This is an optimization exercise on Yosys and OpenROAD, whose aim is small area, not a production implementation.
Only simulation tests tie the RTL to the original design; equivalence was not proved.
No driver is modelled on the clock port, so clock power and skew are understated where the tree is cut down; a real chip needs a root buffer or a tree.
Power figures rest on the tool's default switching activity, not on a simulated workload.

==> inputs of run a <==
// lcd_st7789v3
module lcd_st7789v3 (input wire clk, input wire rst, output wire lcd_rst, output wire lcd_rs,
  output wire lcd_sd, output wire lcd_sck, output wire lcd_cs);
==> flow/config.mk <==
export PLATFORM = sky130hd
export DESIGN_NAME = lcd_st7789v3
export DESIGN_NICKNAME = lcd_st7789v3
export VERILOG_FILES = /design/flow/design.v
export SDC_FILE = /design/flow/constraint.sdc
export NUM_CORES = 4
export LEC_CHECK = 0
export CAP_MARGIN = 20
export CORE_MARGIN = 2
export CORE_UTILIZATION = 40
export SLEW_MARGIN = 20
==> flow/constraint.sdc <==
create_clock -name core_clock -period 12.0 [get_ports {clk}]
set_input_delay 2.4000 -clock core_clock [delete_from_list [all_inputs] [get_ports {clk}]]
set_output_delay 2.4000 -clock core_clock [all_outputs]
set_load 0.01 [all_outputs]
standard.sh (not shown) runs the stock make flow with config.mk's settings and CLKGATE_MAP_FILE= SYNTH_SCRIPT=/design/flow/synth_recipe.tcl, a recipe that flattens the netlist after the stock synthesis.
==> flow/flow/run.sh <==
#!/bin/bash
# Own flow: the standard synthesis; then the logic between the flip-flops re-mapped for area with
# a few ABC scripts (the flip-flops are left as the standard synthesis made them), keeping the
# smallest; then the standard layout, with buf_1 port buffers and a clock tree without dummy loads.
set -uo pipefail
F=$(cd "$(dirname "$0")" && pwd)
R=orfs/results/$FLOW_PLATFORM/lcd_st7789v3/base
YOSYS=$FLOW_HOME/../tools/install/yosys/bin/yosys
export REMAP_LIB=$FLOW_HOME/platforms/$FLOW_PLATFORM/lib/sky130_fd_sc_hd__tt_025C_1v80.lib
export REMAP_DONTUSE=$(sed -n '/DONT_USE_CELLS/,/^$/p' $FLOW_HOME/platforms/$FLOW_PLATFORM/config.mk | grep -o 'sky130_fd_sc_hd__[a-z0-9_]*' | tr '\n' ' ')

CTS_ARGS_OWN="-sink_clustering_enable -dont_use_dummy_load -root_buf sky130_fd_sc_hd__clkbuf_8 -buf_list sky130_fd_sc_hd__clkbuf_8"
bash standard.sh synth > synth.log 2>&1 || { echo "standard synthesis failed"; exit 1; }
cp $R/1_2_yosys.v std_1_2_yosys.v

best=std_1_2_yosys.v
bestA=1e9
for s in "$F"/abc_*.script; do
  n=$(basename "$s" .script)
  REMAP_IN=std_1_2_yosys.v REMAP_OUT=$n.v REMAP_ABC="$s" REMAP_STAT=$n.stat \
    $YOSYS -c "$F/remap.tcl" > remap_$n.log 2>&1 || { echo "$n failed"; continue; }
  a=$(sed -n "s/.*Chip area for module.*: \([0-9.]*\).*/\1/p" $n.stat)
  echo "$n area $a"
  if [[ -n "$a" ]] && awk "BEGIN{exit !($a < $bestA)}"; then bestA=$a; best=$n.v; fi
done
echo "using $best ($bestA)"
cp $best $R/1_2_yosys.v
touch $R/1_2_yosys.v

bash standard.sh "BUFFER_PORTS_ARGS=-buffer_cell sky130_fd_sc_hd__buf_1" \
  "CTS_ARGS=${CTS_ARGS_OWN}" "POST_CTS_TCL=$F/post_cts.tcl" finish > layout.log 2>&1 \
  || { echo "layout failed"; tail -20 layout.log; exit 1; }
==> flow/flow/abc_10.script <==
strash
dc2
balance
rewrite
refactor
balance
rewrite
rewrite -z
balance
refactor -z
rewrite -z
balance
balance
rewrite
refactor
balance
rewrite
rewrite -z
balance
refactor -z
rewrite -z
balance
balance
rewrite
refactor
balance
rewrite
rewrite -z
balance
refactor -z
rewrite -z
balance
dch -f
amap
==> flow/flow/abc_11.script <==
strash
balance -l
resub -K 6 -l
rewrite -l
resub -K 6 -N 2 -l
refactor -l
resub -K 8 -l
balance -l
resub -K 8 -N 2 -l
rewrite -l
resub -K 10 -l
rewrite -z -l
resub -K 10 -N 2 -l
balance -l
resub -K 12 -l
refactor -z -l
resub -K 12 -N 2 -l
rewrite -z -l
balance -l
balance
rewrite
refactor
balance
rewrite
rewrite -z
balance
refactor -z
rewrite -z
balance
dch -f
amap
==> flow/flow/abc_12.script <==
strash
dc2
balance -l
resub -K 6 -l
rewrite -l
resub -K 6 -N 2 -l
refactor -l
resub -K 8 -l
balance -l
resub -K 8 -N 2 -l
rewrite -l
resub -K 10 -l
rewrite -z -l
resub -K 10 -N 2 -l
balance -l
resub -K 12 -l
refactor -z -l
resub -K 12 -N 2 -l
rewrite -z -l
balance -l
dch -f
amap
==> flow/flow/abc_13.script <==
strash
dc2
balance
rewrite
refactor
balance
rewrite
rewrite -z
balance
refactor -z
rewrite -z
balance
dch -f
map -a
strash
dch -f
amap
==> flow/flow/abc_14.script <==
strash
dc2
balance
rewrite
refactor
balance
rewrite
rewrite -z
balance
refactor -z
rewrite -z
balance
dch -f
amap
strash
dc2
balance
rewrite
refactor
balance
rewrite
rewrite -z
balance
refactor -z
rewrite -z
balance
dch -f
amap
==> flow/flow/abc_15.script <==
strash
fraig
dc2
balance
rewrite
refactor
balance
rewrite
rewrite -z
balance
refactor -z
rewrite -z
balance
dch -f
amap
==> flow/flow/abc_16.script <==
strash
dc2
balance
rewrite
refactor
balance
rewrite
rewrite -z
balance
refactor -z
rewrite -z
balance
&get -n
&deepsyn -T 20 -S 1
&put
dch -f
amap
==> flow/flow/abc_17.script <==
strash
dc2
balance
rewrite
refactor
balance
rewrite
rewrite -z
balance
refactor -z
rewrite -z
balance
&get -n
&deepsyn -T 20 -S 7
&put
dch -f
map -a
==> flow/flow/abc_18.script <==
strash
dc2
balance
rewrite
refactor
balance
rewrite
rewrite -z
balance
refactor -z
rewrite -z
balance
dch -f
amap -A 10
==> flow/flow/abc_19.script <==
strash
dc2
balance
rewrite
refactor
balance
rewrite
rewrite -z
balance
refactor -z
rewrite -z
balance
dch -f
amap -F 20
==> flow/flow/abc_20.script <==
strash
dc2
balance
rewrite
refactor
balance
rewrite
rewrite -z
balance
refactor -z
rewrite -z
balance
dc2
balance
rewrite
refactor
balance
rewrite
rewrite -z
balance
refactor -z
rewrite -z
balance
dch -f
amap
==> flow/flow/abc_21.script <==
strash
dc2
balance
rewrite
refactor
balance
rewrite
rewrite -z
balance
refactor -z
rewrite -z
balance
dch -f
map -a -F 20 -A 20
==> flow/flow/post_cts.tcl <==
set block [ord::get_db_block]
foreach inst [$block getInsts] {
  if {![string match clkbuf_0_* [$inst getName]]} continue
  set loads 0
  set only_bufs 1
  foreach it [[[$inst findITerm X] getNet] getITerms] {
    if {[$it isOutputSignal]} continue
    incr loads
    if {![string match *clkbuf* [[[$it getInst] getMaster] getName]]} { set only_bufs 0 }
  }
  if {$only_bufs && $loads <= 4} {
    puts "post_cts: removing root clock buffer [$inst getName] ($loads loads)"
    remove_buffers [$inst getName]
  }
}
detailed_placement
check_placement -verbose
Other scripts of this flow, unchanged in this note and not shown: flow/flow/abc_01.script, flow/flow/abc_02.script, flow/flow/abc_03.script, flow/flow/abc_04.script, flow/flow/abc_05.script, flow/flow/abc_06.script, flow/flow/abc_07.script, flow/flow/abc_08.script, flow/flow/abc_09.script, flow/flow/remap.tcl
==> inputs of run b, as changes to run a <==
--- a/flow/flow/run.sh
+++ b/flow/flow/run.sh
@@ -30,3 +30,3 @@
 bash standard.sh "BUFFER_PORTS_ARGS=-buffer_cell sky130_fd_sc_hd__buf_1" \
-  "CTS_ARGS=${CTS_ARGS_OWN}" "POST_CTS_TCL=$F/post_cts.tcl" finish > layout.log 2>&1 \
+  "CTS_ARGS=${CTS_ARGS_OWN}" finish > layout.log 2>&1 \
   || { echo "layout failed"; tail -20 layout.log; exit 1; }
removed: flow/flow/abc_10.script
removed: flow/flow/abc_11.script
removed: flow/flow/abc_12.script
removed: flow/flow/abc_13.script
removed: flow/flow/abc_14.script
removed: flow/flow/abc_15.script
removed: flow/flow/abc_16.script
removed: flow/flow/abc_17.script
removed: flow/flow/abc_18.script
removed: flow/flow/abc_19.script
removed: flow/flow/abc_20.script
removed: flow/flow/abc_21.script
removed: flow/flow/post_cts.tcl
==> comparison table <==
Run status: run a no timing/DRC/antenna violations; run b no timing/DRC/antenna violations
Met2 global-route usage: run a 30.61%; run b 32.14%
Mean post-synth cell area: run a 7.983 um^2; run b 7.956 um^2
Static power due to leakage: run a 0.0005047 uW; run b 0.0004902 uW
Highest clock frequency the design can meet: run a 0.2185 GHz; run b 0.2131 GHz
Clk power: run a 33.4 uW; run b 46.3 uW
Logic gate share of total power: run a 1.5%; run b 1.4%
Non-clock buffer share of cell area: run a 2.247%; run b 2.218%
Met2 Routed Length: run a 1319 um; run b 1455 um
Reg2Reg Setup Slack: run a 9110 ps; run b 8960 ps
Least setup slack across all paths after layout: run a 7423 ps; run b 7307 ps
Peak supply drop: run a 0.05393 mV; run b 0.05555 mV
Post-detailed-placement half-perimeter wirelength: run a 2190 um; run b 2252 um
Worst setup path startpoint: run a Qh[6]; run b Lq[1]
Net count of the mapped netlist: run a 157; run b 158
Met3 wirelength from detailed routing: run a 106 um; run b 159 um
Areal power density over the cells: run a 84.38 mW/mm^2; run b 92.81 mW/mm^2
Initial Util: run a 41.21%; run b 41.33%

-- separate check: timing with driven ports --
The flow's constraints put no driver on any port. The routed layouts listed below were extracted and timed again, unchanged, in two steps. Step 1: set_driving_cell puts a clkbuf_16 on clk and a buf_2 on each other input, an assumption about the parent block. Step 2 adds t to the input delays and takes it off the output delays; t is the mean of the earliest and latest rising clock arrival at the registers after step 1. Input paths then give back, and output paths get back, about the clock's delay inside the block. Three values: ideal ports, drivers, drivers and shift; two values: the first two.
run	t, ns	setup slack, ns	worst register clock-pin slew, ns
run a	0.165	7.423 / 7.392 / 7.556	0.07 / 0.07
run b	0.284	7.307 / 7.284 / 7.568	0.08 / 0.08
After both steps setup and hold are still met in every run listed.
